This design comes from an exercise in tuning for small area on the open sky130 flow, not from production work.
Function was checked by simulation only, so behaviour that the tests miss may differ from the original.
Power figures rest on the tool's default switching activity, not on a simulated workload.

## build 67
Design IExecute, start of the top module:
module IExecute #(
   parameter N_BITS = 32,
   parameter N_BITS_REG = 5,
   parameter N_OPCODE = 6
)
(  input i_clk, i_reset,
   input  i_exec_mode,
   input  i_step,
   input [1:0] i_aluOP,
   input i_aluSrc,
   input [N_BITS-1:0] i_datoLeido1,
   input [N_BITS-1:0] i_datoLeido2,
   input [N_BITS-1:0] i_datoExtSigno,
   input [N_BITS-1:0] i_instruccion,
   input [N_BITS_REG-1:0] i_rt_id,
   input [N_BITS_REG-1:0] i_rd_id,
   input [N_BITS_REG-1:0] i_rt_OR_rd,
   input [N_BITS_REG-1:0] i_rd_EX_MEM,
   input [N_BITS_REG-1:0] i_rd_MEM_WB,
   input [N_BITS_REG-1:0] i_rs_id,
   input [N_BITS-1:0] i_wbData,
   input [N_BITS-1:0] i_memData,
   input i_memToReg,
   input i_regWrite_EX_MEM,
   input i_regWrite_MEM_WB,
   input [1:0] i_branch,
   input i_memWrite,
   input [1:0]i_memRead,
   input i_regWrite,
   input i_halt,
   output reg [N_BITS-1:0] o_instruccion,
   output reg  o_ceroSignal,
   output reg  [N_BITS-1:0] o_aluResult,
   output reg [N_BITS-1:0] o_datoLeido2,
   output reg [N_BITS_REG-1:0] o_rd_data,
   output reg [N_BITS_REG-1:0] o_rt_OR_rd,
   output reg o_memToReg,
   output reg [1:0] o_branch,
   output reg o_memWrite,
   output reg o_memRead,
   output reg o_regWrite,
   output reg o_halt
);
   genvar i;
   wire en   = ~i_exec_mode | i_step;
   wire ld   = en & ~i_reset;
   wire hold = ~en & ~i_reset;
   wire nld  = ~ld;
   wire exA = i_regWrite_EX_MEM & (|i_rd_EX_MEM) & (i_rd_EX_MEM == i_rs_id);
   wire wbA = i_regWrite_MEM_WB & (|i_rd_MEM_WB) & (i_rd_MEM_WB == i_rs_id) & ~exA;
   wire exB = i_regWrite_EX_MEM & (|i_rd_EX_MEM) & (i_rd_EX_MEM == i_rt_id);
   wire wbB = i_regWrite_MEM_WB & (|i_rd_MEM_WB) & (i_rd_MEM_WB == i_rt_id) & ~exB;
   wire rfA = ~exA & ~wbA;
   wire exBg = exB & ld;
   wire wbBg = wbB & ld;
   wire rfBg = ~exB & ~wbB & ld;
   wire [5:0] op = i_instruccion[31:26];
   wire [5:0] fn = i_instruccion[5:0];
   wire o00 = (i_aluOP == 2'b00);
  ...
For scale: roughly 1000 cells after synthesis, about 8400 sq um of cells after synthesis.
==> flow/config.mk <==
export PLATFORM = sky130hd
export DESIGN_NAME = IExecute
export DESIGN_NICKNAME = IExecute
export VERILOG_FILES = /design/flow/design.v
export SDC_FILE = /design/flow/constraint.sdc
export NUM_CORES = 4
export LEC_CHECK = 0
export CAP_MARGIN = 20
export CORE_MARGIN = 2
export CORE_UTILIZATION = 45
export SLEW_MARGIN = 20
export SYNTH_HIERARCHICAL = 1
export SYNTH_MINIMUM_KEEP_SIZE = 0
==> flow/constraint.sdc <==
create_clock -name core_clock -period 12.0 [get_ports {i_clk}]
set_input_delay 2.4000 -clock core_clock [delete_from_list [all_inputs] [get_ports {i_clk}]]
set_output_delay 2.4000 -clock core_clock [all_outputs]
set_load 0.01 [all_outputs]
standard.sh (not shown) runs the stock make flow with config.mk's settings and CLKGATE_MAP_FILE= SYNTH_SCRIPT=/design/flow/synth_recipe.tcl, a recipe that flattens the netlist after the stock synthesis.
==> flow/flow/run.sh <==
#!/bin/bash
# Layout flow: the standard flow (standard.sh) with two changes:
#  - synthesis is the standard flow's own script (synth_recipe.tcl), except that Yosys's
#    abc call uses an area-oriented mapping script (flow/abc_area.script);
#  - buffer_ports inserts buf_1 cells as the port buffers;
#  - clock tree synthesis uses small clock buffers and no dummy loads;
#  - timing-driven placement does not keep the buffers of its trial repairs.
# Each tool's output is in the ORFS logs; make's output is in standard.log.
set -euo pipefail
HERE=$(pwd)
cat > "$HERE/my_synth.tcl" <<EOF
proc abc {args} {
  set i [lsearch -exact \$args -script]
  if {\$i >= 0} { lset args [expr {\$i+1}] $HERE/flow/abc_area.script }
  puts "abc with area script: \$args"
  yosys abc {*}\$args
}
source $HERE/synth_recipe.tcl
EOF
export BUFFER_PORTS_ARGS="-buffer_cell sky130_fd_sc_hd__buf_1"
# timing-driven global placement, without keeping its resizer's buffers
export GPL_KEEP_OVERFLOW=0
# CTS as ORFS runs it, with small clock buffers and no dummy balancing loads
export CTS_ARGS="-sink_clustering_enable -sink_clustering_size 30 -sink_clustering_max_diameter 100 -repair_clock_nets -dont_use_dummy_load -buf_list {sky130_fd_sc_hd__clkbuf_8}"
bash standard.sh SYNTH_SCRIPT="$HERE/my_synth.tcl" finish > standard.log 2>&1
==> flow/flow/abc_area.script <==
strash; &get -n; &st; &dch; &nf -a; &put
Setup changes, build 67 to build 19
-- flow/flow/run.sh --
<<< build 67, line 24
export CTS_ARGS="-sink_clustering_enable -sink_clustering_size 30 -sink_clustering_max_diameter 100 -repair_clock_nets -dont_use_dummy_load -buf_list {sky130_fd_sc_hd__clkbuf_8}"
>>> build 19, line 24
export CTS_ARGS="-sink_clustering_enable -repair_clock_nets -dont_use_dummy_load -buf_list {sky130_fd_sc_hd__clkbuf_4 sky130_fd_sc_hd__clkbuf_8}"
Findings:
Reg2reg setup slack delta (build 67 -> build 19): insignificant. From build 67 to build 19 the numbers moved as follows: met3 usage in global routing held, number of clock-tree buffers in the layout held, post-layout total power held, power density over the cells held. Build 19 -> build 67: final net count delta 0, exact match.
Input changes introduced in build 64 (baseline for comparison: build 19):
-- flow/flow/run.sh --
<<< build 19, line 24
export CTS_ARGS="-sink_clustering_enable -repair_clock_nets -dont_use_dummy_load -buf_list {sky130_fd_sc_hd__clkbuf_4 sky130_fd_sc_hd__clkbuf_8}"
>>> build 64, line 24
export CTS_ARGS="-repair_clock_nets -dont_use_dummy_load -buf_list {sky130_fd_sc_hd__clkbuf_4 sky130_fd_sc_hd__clkbuf_8}"
--- outcome ---
Diff build 19 -> build 64: number of CTS-inserted buffers roughly the same; synthesized cell area roughly the same; area of all sequential standard cells roughly the same; worst-case setup margin in the final layout roughly the same.
Diff build 19..build 64 | die area | unchanged
Relative to build 64, the following input files were edited for build 81:
- CAP_MARGIN: 20 -> 10
- SLEW_MARGIN: 20 -> 10
-- flow/flow/run.sh --
<<< build 64, line 24
export CTS_ARGS="-repair_clock_nets -dont_use_dummy_load -buf_list {sky130_fd_sc_hd__clkbuf_4 sky130_fd_sc_hd__clkbuf_8}"
>>> build 81, line 24
export CTS_ARGS="-sink_clustering_enable -repair_clock_nets -dont_use_dummy_load -buf_list {sky130_fd_sc_hd__clkbuf_4 sky130_fd_sc_hd__clkbuf_8}"
Build 81 ended with every stage complete and zero timing, DRC or antenna violations.
For the area occupied by multi-input gates, build 81 came in 0.50% lower than build 64 did.
Build 81 vs. build 64: number of buffers inserted by port buffering about even, share of total power in sequential cells has remained practically unchanged.
| wire length | higher: build 64 |
Re portion of the layout cell area used by non-clock buffers: build 64 and build 81 aren't equal, and the higher value belongs to build 64.
~same count of placed standard cells in the final layout, fillers left out in build 64 and build 81

## re-timing with driven ports
Ports are ideal in the flow. The routed layouts listed here were re-timed in OpenROAD.
Step 1 sets driving cells, clkbuf_16 on the clock port and buf_2 on the other inputs (assumed; they add their load-dependent delay and slew).
Step 2, shift: input delay + t, output delay - t, t = (earliest + latest rising clock arrival at the registers) / 2. This alone moves slack from input paths to output paths.
Slacks: no drivers / after step 1 / after step 2; pairs: no drivers / after step 1.
| run | t (ns) | slack for setup (ns) | cell pins on the clock port's net |
|---|---|---|---|
| build 67 | 0.470 | 0.548 / 0.566 / 0.096 | 1 |
| build 19 | 0.470 | 0.548 / 0.566 / 0.096 | 1 |
| build 64 | 0.470 | 0.548 / 0.566 / 0.096 | 1 |
| build 81 | 0.484 | 0.561 / 0.581 / 0.097 | 1 |
After both steps setup and hold are still met in every run listed. The setup slack of build 81, which loses most, moves by +0.020 ns with the drivers and by -0.464 ns with both steps.
